Source: an optimization exercise on an open RTL-to-GDS flow (aim: small area and a short achievable clock period). Production flows keep margins and buffers that such runs may drop. The RTL was checked by simulation tests, not by an equivalence proof against the original design. Power is estimated from default activity; no workload was simulated.

==> run a <==
## PE_array
module PE_array #(
    parameter DATA_WIDTH    = 16 ,
    parameter SYSTOLIC_SIZE = 4
) (
    input                                       clk          ,
    input                                       rst_n        ,
    input                                       reset_pe     ,
    input                                       write_out_en ,
    input  [SYSTOLIC_SIZE * DATA_WIDTH - 1 : 0] wgt_in       ,
    input  [SYSTOLIC_SIZE * DATA_WIDTH - 1 : 0] ifm_in       ,
    output [SYSTOLIC_SIZE * DATA_WIDTH - 1 : 0] ofm_out
);
Settings: LEC_CHECK=0, CAP_MARGIN=20, CORE_MARGIN=2, CORE_UTILIZATION=40, PLACE_DENSITY=0.6, SETUP_SLACK_MARGIN=2.6, SLEW_MARGIN=20, SYNTH_HIERARCHICAL=1, SYNTH_MINIMUM_KEEP_SIZE=0; clock period 6.5 ns.
run.sh (not shown) runs the stock make flow with config.mk's settings and CLKGATE_MAP_FILE= SYNTH_SCRIPT=/design/flow/synth_recipe.tcl, a recipe that flattens the netlist after the stock synthesis.
==> run b (differences from run a) <==
SETUP_SLACK_MARGIN = 3.0   (was 2.6)
==> run c (differences from run a) <==
--- a/flow/design.v
+++ b/flow/design.v
@@ -62,17 +62,17 @@
 	FA u_n30 (.a(accs[5]), .b(pp0[5]), .c(pp1[4]), .s(n30), .co(n31));
 	wire n32, n33;
 	FA u_n32 (.a(pp2[3]), .b(pp3[2]), .c(pp4[1]), .s(n32), .co(n33));
 	wire n34, n35;
 	FA u_n34 (.a(pp5[0]), .b(n21), .c(n23), .s(n34), .co(n35));
 	wire n36, n37;
 	FA u_n36 (.a(n30), .b(n32), .c(n25), .s(n36), .co(n37));
 	wire n38, n39;
-	FA u_n38 (.a(n34), .b(n36), .c(n27), .s(n38), .co(n39));
+	FAX u_n38 (.a(n34), .b(n36), .c(n27), .s(n38), .co(n39));
 	wire n40, n41;
 	FA u_n40 (.a(accs[6]), .b(pp0[6]), .c(pp1[5]), .s(n40), .co(n41));
 	wire n42, n43;
 	FA u_n42 (.a(pp2[4]), .b(pp3[3]), .c(pp4[2]), .s(n42), .co(n43));
 	wire n44, n45;
 	FA u_n44 (.a(pp5[1]), .b(pp6[0]), .c(n31), .s(n44), .co(n45));
 	wire n46, n47;
 	FA u_n46 (.a(n33), .b(n40), .c(n42), .s(n46), .co(n47));
@@ -122,17 +122,17 @@
 	FA u_n90 (.a(n67), .b(n69), .c(n71), .s(n90), .co(n91));
 	wire n92, n93;
 	FA u_n92 (.a(n82), .b(n84), .c(n86), .s(n92), .co(n93));
 	wire n94, n95;
 	FA u_n94 (.a(n88), .b(n73), .c(n75), .s(n94), .co(n95));
 	wire n96, n97;
 	FA u_n96 (.a(n90), .b(n92), .c(n77), .s(n96), .co(n97));
 	wire n98, n99;
-	FA u_n98 (.a(n94), .b(n79), .c(n96), .s(n98), .co(n99));
+	FAX u_n98 (.a(n94), .b(n79), .c(n96), .s(n98), .co(n99));
 	wire n100, n101;
 	HA u_n100 (.a(n81), .b(n98), .s(n100), .co(n101));
 	wire n102, n103;
 	FA u_n102 (.a(accc[10]), .b(accs[10]), .c(pp0[10]), .s(n102), .co(n103));
 	wire n104, n105;
 	FA u_n104 (.a(pp10[0]), .b(pp1[9]), .c(pp2[8]), .s(n104), .co(n105));
 	wire n106, n107;
 	FA u_n106 (.a(pp3[7]), .b(pp4[6]), .c(pp5[5]), .s(n106), .co(n107));
@@ -144,19 +144,19 @@
 	FA u_n112 (.a(n87), .b(n89), .c(n102), .s(n112), .co(n113));
 	wire n114, n115;
 	FA u_n114 (.a(n104), .b(n106), .c(n108), .s(n114), .co(n115));
 	wire n116, n117;
 	FA u_n116 (.a(n91), .b(n110), .c(n93), .s(n116), .co(n117));
 	wire n118, n119;
 	FA u_n118 (.a(n112), .b(n114), .c(n95), .s(n118), .co(n119));
 	wire n120, n121;
-	FA u_n120 (.a(n116), .b(n97), .c(n118), .s(n120), .co(n121));
+	FAX u_n120 (.a(n116), .b(n97), .c(n118), .s(n120), .co(n121));
 	wire n122, n123;
-	HA u_n122 (.a(n99), .b(n120), .s(n122), .co(n123));
+	HA u_n122 (.a(n120), .b(n99), .s(n122), .co(n123));
 	wire n124, n125;
 	FA u_n124 (.a(accc[11]), .b(accs[11]), .c(pp0[11]), .s(n124), .co(n125));
 	wire n126, n127;
 	FA u_n126 (.a(pp10[1]), .b(pp11[0]), .c(pp1[10]), .s(n126), .co(n127));
 	wire n128, n129;
 	FA u_n128 (.a(pp2[9]), .b(pp3[8]), .c(pp4[7]), .s(n128), .co(n129));
 	wire n130, n131;
 	FA u_n130 (.a(pp5[6]), .b(pp6[5]), .c(pp7[4]), .s(n130), .co(n131));
@@ -168,19 +168,19 @@
 	FA u_n136 (.a(n124), .b(n126), .c(n128), .s(n136), .co(n137));
 	wire n138, n139;
 	FA u_n138 (.a(n130), .b(n111), .c(n113), .s(n138), .co(n139));
 	wire n140, n141;
 	FA u_n140 (.a(n115), .b(n132), .c(n134), .s(n140), .co(n141));
 	wire n142, n143;
 	FA u_n142 (.a(n136), .b(n117), .c(n138), .s(n142), .co(n143));
 	wire n144, n145;
-	FA u_n144 (.a(n140), .b(n119), .c(n142), .s(n144), .co(n145));
+	FAX u_n144 (.a(n140), .b(n119), .c(n142), .s(n144), .co(n145));
 	wire n146, n147;
-	HA u_n146 (.a(n121), .b(n144), .s(n146), .co(n147));
+	HA u_n146 (.a(n144), .b(n121), .s(n146), .co(n147));
 	wire n148, n149;
 	FA u_n148 (.a(accc[12]), .b(accs[12]), .c(pp0[12]), .s(n148), .co(n149));
 	wire n150, n151;
 	FA u_n150 (.a(pp10[2]), .b(pp11[1]), .c(pp12[0]), .s(n150), .co(n151));
 	wire n152, n153;
 	FA u_n152 (.a(pp1[11]), .b(pp2[10]), .c(pp3[9]), .s(n152), .co(n153));
 	wire n154, n155;
 	FA u_n154 (.a(pp4[8]), .b(pp5[7]), .c(pp6[6]), .s(n154), .co(n155));
@@ -194,19 +194,19 @@
 	FA u_n162 (.a(n152), .b(n154), .c(n156), .s(n162), .co(n163));
 	wire n164, n165;
 	FA u_n164 (.a(n133), .b(n135), .c(n137), .s(n164), .co(n165));
 	wire n166, n167;
 	FA u_n166 (.a(n158), .b(n160), .c(n162), .s(n166), .co(n167));
 	wire n168, n169;
 	FA u_n168 (.a(n139), .b(n141), .c(n164), .s(n168), .co(n169));
 	wire n170, n171;
-	FA u_n170 (.a(n166), .b(n143), .c(n168), .s(n170), .co(n171));
+	FAX u_n170 (.a(n166), .b(n143), .c(n168), .s(n170), .co(n171));
 	wire n172, n173;
-	HA u_n172 (.a(n145), .b(n170), .s(n172), .co(n173));
+	HA u_n172 (.a(n170), .b(n145), .s(n172), .co(n173));
 	wire n174, n175;
 	FA u_n174 (.a(accc[13]), .b(accs[13]), .c(pp0[13]), .s(n174), .co(n175));
 	wire n176, n177;
 	FA u_n176 (.a(pp10[3]), .b(pp11[2]), .c(pp12[1]), .s(n176), .co(n177));
 	wire n178, n179;
 	FA u_n178 (.a(pp13[0]), .b(pp1[12]), .c(pp2[11]), .s(n178), .co(n179));
 	wire n180, n181;
 	FA u_n180 (.a(pp3[10]), .b(pp4[9]), .c(pp5[8]), .s(n180), .co(n181));
@@ -222,19 +222,19 @@
 	FA u_n190 (.a(n180), .b(n182), .c(n159), .s(n190), .co(n191));
 	wire n192, n193;
 	FA u_n192 (.a(n161), .b(n163), .c(n184), .s(n192), .co(n193));
 	wire n194, n195;
 	FA u_n194 (.a(n186), .b(n188), .c(n165), .s(n194), .co(n195));
 	wire n196, n197;
 	FA u_n196 (.a(n190), .b(n167), .c(n192), .s(n196), .co(n197));
 	wire n198, n199;
-	FA u_n198 (.a(n169), .b(n194), .c(n196), .s(n198), .co(n199));
+	FAX u_n198 (.a(n169), .b(n194), .c(n196), .s(n198), .co(n199));
 	wire n200, n201;
-	HA u_n200 (.a(n171), .b(n198), .s(n200), .co(n201));
+	HA u_n200 (.a(n198), .b(n171), .s(n200), .co(n201));
 	wire n202, n203;
 	FA u_n202 (.a(accc[14]), .b(accs[14]), .c(pp0[14]), .s(n202), .co(n203));
 	wire n204, n205;
 	FA u_n204 (.a(pp10[4]), .b(pp11[3]), .c(pp12[2]), .s(n204), .co(n205));
 	wire n206, n207;
 	FA u_n206 (.a(pp13[1]), .b(pp14[0]), .c(pp1[13]), .s(n206), .co(n207));
 	wire n208, n209;
 	FA u_n208 (.a(pp2[12]), .b(pp3[11]), .c(pp4[10]), .s(n208), .co(n209));
@@ -250,21 +250,21 @@
 	FA u_n218 (.a(n206), .b(n208), .c(n210), .s(n218), .co(n219));
 	wire n220, n221;
 	FA u_n220 (.a(n185), .b(n187), .c(n189), .s(n220), .co(n221));
 	wire n222, n223;
 	FA u_n222 (.a(n212), .b(n214), .c(n216), .s(n222), .co(n223));
 	wire n224, n225;
 	FA u_n224 (.a(n218), .b(n191), .c(n193), .s(n224), .co(n225));
 	wire n226, n227;
-	FA u_n226 (.a(n220), .b(n222), .c(n195), .s(n226), .co(n227));
+	FAX u_n226 (.a(n220), .b(n222), .c(n195), .s(n226), .co(n227));
 	wire n228, n229;
-	FA u_n228 (.a(n197), .b(n224), .c(n226), .s(n228), .co(n229));
+	FAX u_n228 (.a(n197), .b(n224), .c(n226), .s(n228), .co(n229));
 	wire n230, n231;
-	HA u_n230 (.a(n199), .b(n201), .s(n230), .co(n231));
+	HA u_n230 (.a(n199), .b(n228), .s(n230), .co(n231));
 	wire n232;
 	X2 u_n232 (.a(accc[15]), .b(accs[15]), .y(n232));
 	wire n233;
 	X2 u_n233 (.a(n232), .b(pp0[15]), .y(n233));
 	wire n234;
 	X2 u_n234 (.a(pp10[5]), .b(pp11[4]), .y(n234));
 	wire n235;
 	X2 u_n235 (.a(pp12[3]), .b(pp13[2]), .y(n235));
@@ -317,17 +317,17 @@
 	wire n259;
 	X2 u_n259 (.a(n257), .b(n258), .y(n259));
 	wire n260;
 	X2 u_n260 (.a(n225), .b(n259), .y(n260));
 	wire n261;
 	X2 u_n261 (.a(n260), .b(n227), .y(n261));
 	wire n262;
 	X2 u_n262 (.a(n261), .b(n229), .y(n262));
-	wire [15:0] ra = {n231, n228, n173, n147, n123, n101, n100, n65, n62, n50, n29, n28, n18, n10, n4, n0};
+	wire [15:0] ra = {n231, n201, n173, n147, n123, n101, n100, n65, n62, n50, n29, n28, n18, n10, n4, n0};
 	wire [15:0] rb = {n262, n230, n200, n172, n146, n122, 1'b0, n80, n64, n39, n38, 1'b0, 1'b0, 1'b0, 1'b0, 1'b0};
 	wire [4:0] blk = ra[8:5] + rb[8:5];
 	wire [15:0] nxs = {ra[15:9], blk[3:0], ra[4:0]};
 	wire [15:9] nxc = {rb[15:10], blk[4]};
 	wire [15:0] acc = {accs[15:9] + accc[15:9], accs[8:0]} ;
 	always @(posedge clk or negedge rst_n) begin
 		if (!rst_n) begin
 			accs       <= 16'd0 ;
@@ -347,16 +347,25 @@
 endmodule
 module FA (input a, input b, input c, output s, output co);
 	assign s  = a ^ b ^ c ;
 	assign co = (a & b) | (a & c) | (b & c) ;
 endmodule
 module BS (input a1, input a0, input one, input two, input neg, output y);
 	assign y = ((one & a1) | (two & a0)) ^ neg ;
 endmodule
+module FAX (input a, input b, input c, output s, output co);
+	wire ab ;
+	X2 u_x0 (.a(a), .b(b), .y(ab));
+	X2 u_x1 (.a(ab), .b(c), .y(s));
+	MJ u_mj (.a(a), .b(b), .c(c), .y(co));
+endmodule
+module MJ (input a, input b, input c, output y);
+	assign y = (a & b) | (a & c) | (b & c) ;
+endmodule
 module X2 (input a, input b, output y);
 	assign y = a ^ b ;
 endmodule
 module XN2 (input a, input b, output y);
 	assign y = ~(a ^ b) ;
 endmodule
 module HA (input a, input b, output s, output co);
 	assign s  = a ^ b ;
SETUP_SLACK_MARGIN = 2.8   (was 2.6)
==> load_flow_metrics.sql <==
INSERT INTO impl_metrics (metric_group, metric, value, unit) VALUES
('pwr', 'switching_fraction', '38.70', '%'),
('floorplanning', 'tapcell.inserted', '2992', ''),
('sta', 'skew', '0.04659', 'ns'),
('critical_path', 'critPathLaunch', 'wgt_in[49]', ''),
('layout', 'fin_util', '49.97', '%'),
('pwr', 'power.ir.vdd_worst', '0.0003289', 'V'),
('layout', 'signal_buffer_area_fraction', '7.575', '%'),
('run_status', 'outcome', 'timing/DRC/antenna clean', ''),
('pwr', 'share_seq_of_total_power', '19.1', '%'),
('critical_path', 'worstPathBufferInverterCount', '2', ''),
('clock_network', 'clock_latency', '0.78', 'ns'),
('routing', 'met2RoutedLength', '128.6', 'mm'),
('layout', 'stdcell_area', '0.1122', 'mm2'),
('pwr', 'combinationalPower', '0.0334', 'W'),
('routing', 'm1WireLength', '109.9', 'mm'),
('critical_path', 'worst_r2r_start', 'pe_1_1.right_out[0]$_DFF_PN0_', '');
[end of results for run b]
==> load_flow_metrics.sql <==
INSERT INTO impl_metrics (metric_group, metric, value, unit) VALUES
('floorplanning', 'tapcell.inserted', '3009', ''),
('sta', 'skew', '0.04009', 'ns'),
('critical_path', 'critPathLaunch', 'ifm_in[12]', ''),
('routing', 'met2RoutedLength', '124.3', 'mm'),
('critical_path', 'worstPathBufferInverterCount', '1', ''),
('run_status', 'outcome', 'timing/DRC/antenna clean', ''),
('layout', 'signal_buffer_area_fraction', '4.258', '%'),
('pwr', 'share_seq_of_total_power', '19.8', '%'),
('layout', 'fin_util', '46.88', '%'),
('clock_network', 'cts_resized', '804', ''),
('critical_path', 'worst_r2r_start', 'pe_3_0.right_out[1]$_DFF_PN0_', ''),
('routing', 'm1WireLength', '107.6', 'mm');
[end of results for run c]
==> load_flow_metrics.sql <==
INSERT INTO impl_metrics (metric_group, metric, value, unit) VALUES
('run_status', 'outcome', 'timing/DRC/antenna clean', ''),
('pwr', 'share_seq_of_total_power', '21.4', '%'),
('pwr', 'power.ir.vdd_worst', '0.0003699', 'V'),
('critical_path', 'crit_arrival', '4.53', 'ns'),
('critical_path', 'worst_r2r_start', 'pe_1_0.right_out[0]$_DFF_PN0_', ''),
('clock_network', 'htreeDepth', '3', ''),
('pwr', 'switching_fraction', '39.92', '%'),
('layout', 'final_cells', '10580', ''),
('floorplanning', 'tapcell.inserted', '2992', ''),
('clock_network', 'clock_latency', '0.76', 'ns'),
('pwr', 'combinationalPower', '0.0282', 'W'),
('clock_network', 'cts_hold_buf', '0', ''),
('routing', 'm1WireLength', '104.8', 'mm'),
('sta', 'skew', '0.03110', 'ns'),
('critical_path', 'worstPathBufferInverterCount', '1', ''),
('layout', 'fin_util', '46.58', '%'),
('routing', 'met2RoutedLength', '121.5', 'mm');
[end of results for run a]

-- port drivers added, routing unchanged --
The flow's constraints put no driver on any port. The routed layouts listed below were extracted and timed again, unchanged, in two steps.
Step 1 sets driving cells, clkbuf_16 on the clock port and buf_2 on the other inputs (assumed; they add their load-dependent delay and slew).
Step 2 times the ports against the registers' clock, not the clock port: input delays grow and output delays shrink by t, the midpoint of the rising clock arrivals with the driver on.
Slacks: ideal ports / drivers / drivers and shift; pairs: ideal ports / drivers.
run	shift t [ns]	slack for setup (ns)	latest minus earliest clock arrival (ns)	slew at the worst register clock pin (ns)
run a	0.826	2.571 / 2.522 / 1.696	0.033 / 0.034	0.07 / 0.07
run b	0.840	2.577 / 2.596 / 1.756	0.051 / 0.052	0.07 / 0.07
run c	0.837	2.750 / 2.678 / 1.840	0.045 / 0.045	0.07 / 0.07
After both steps every run listed still meets setup and hold. For run c, which loses most, drivers alone change the setup slack by -0.072 ns; drivers and shift together by -0.910 ns.
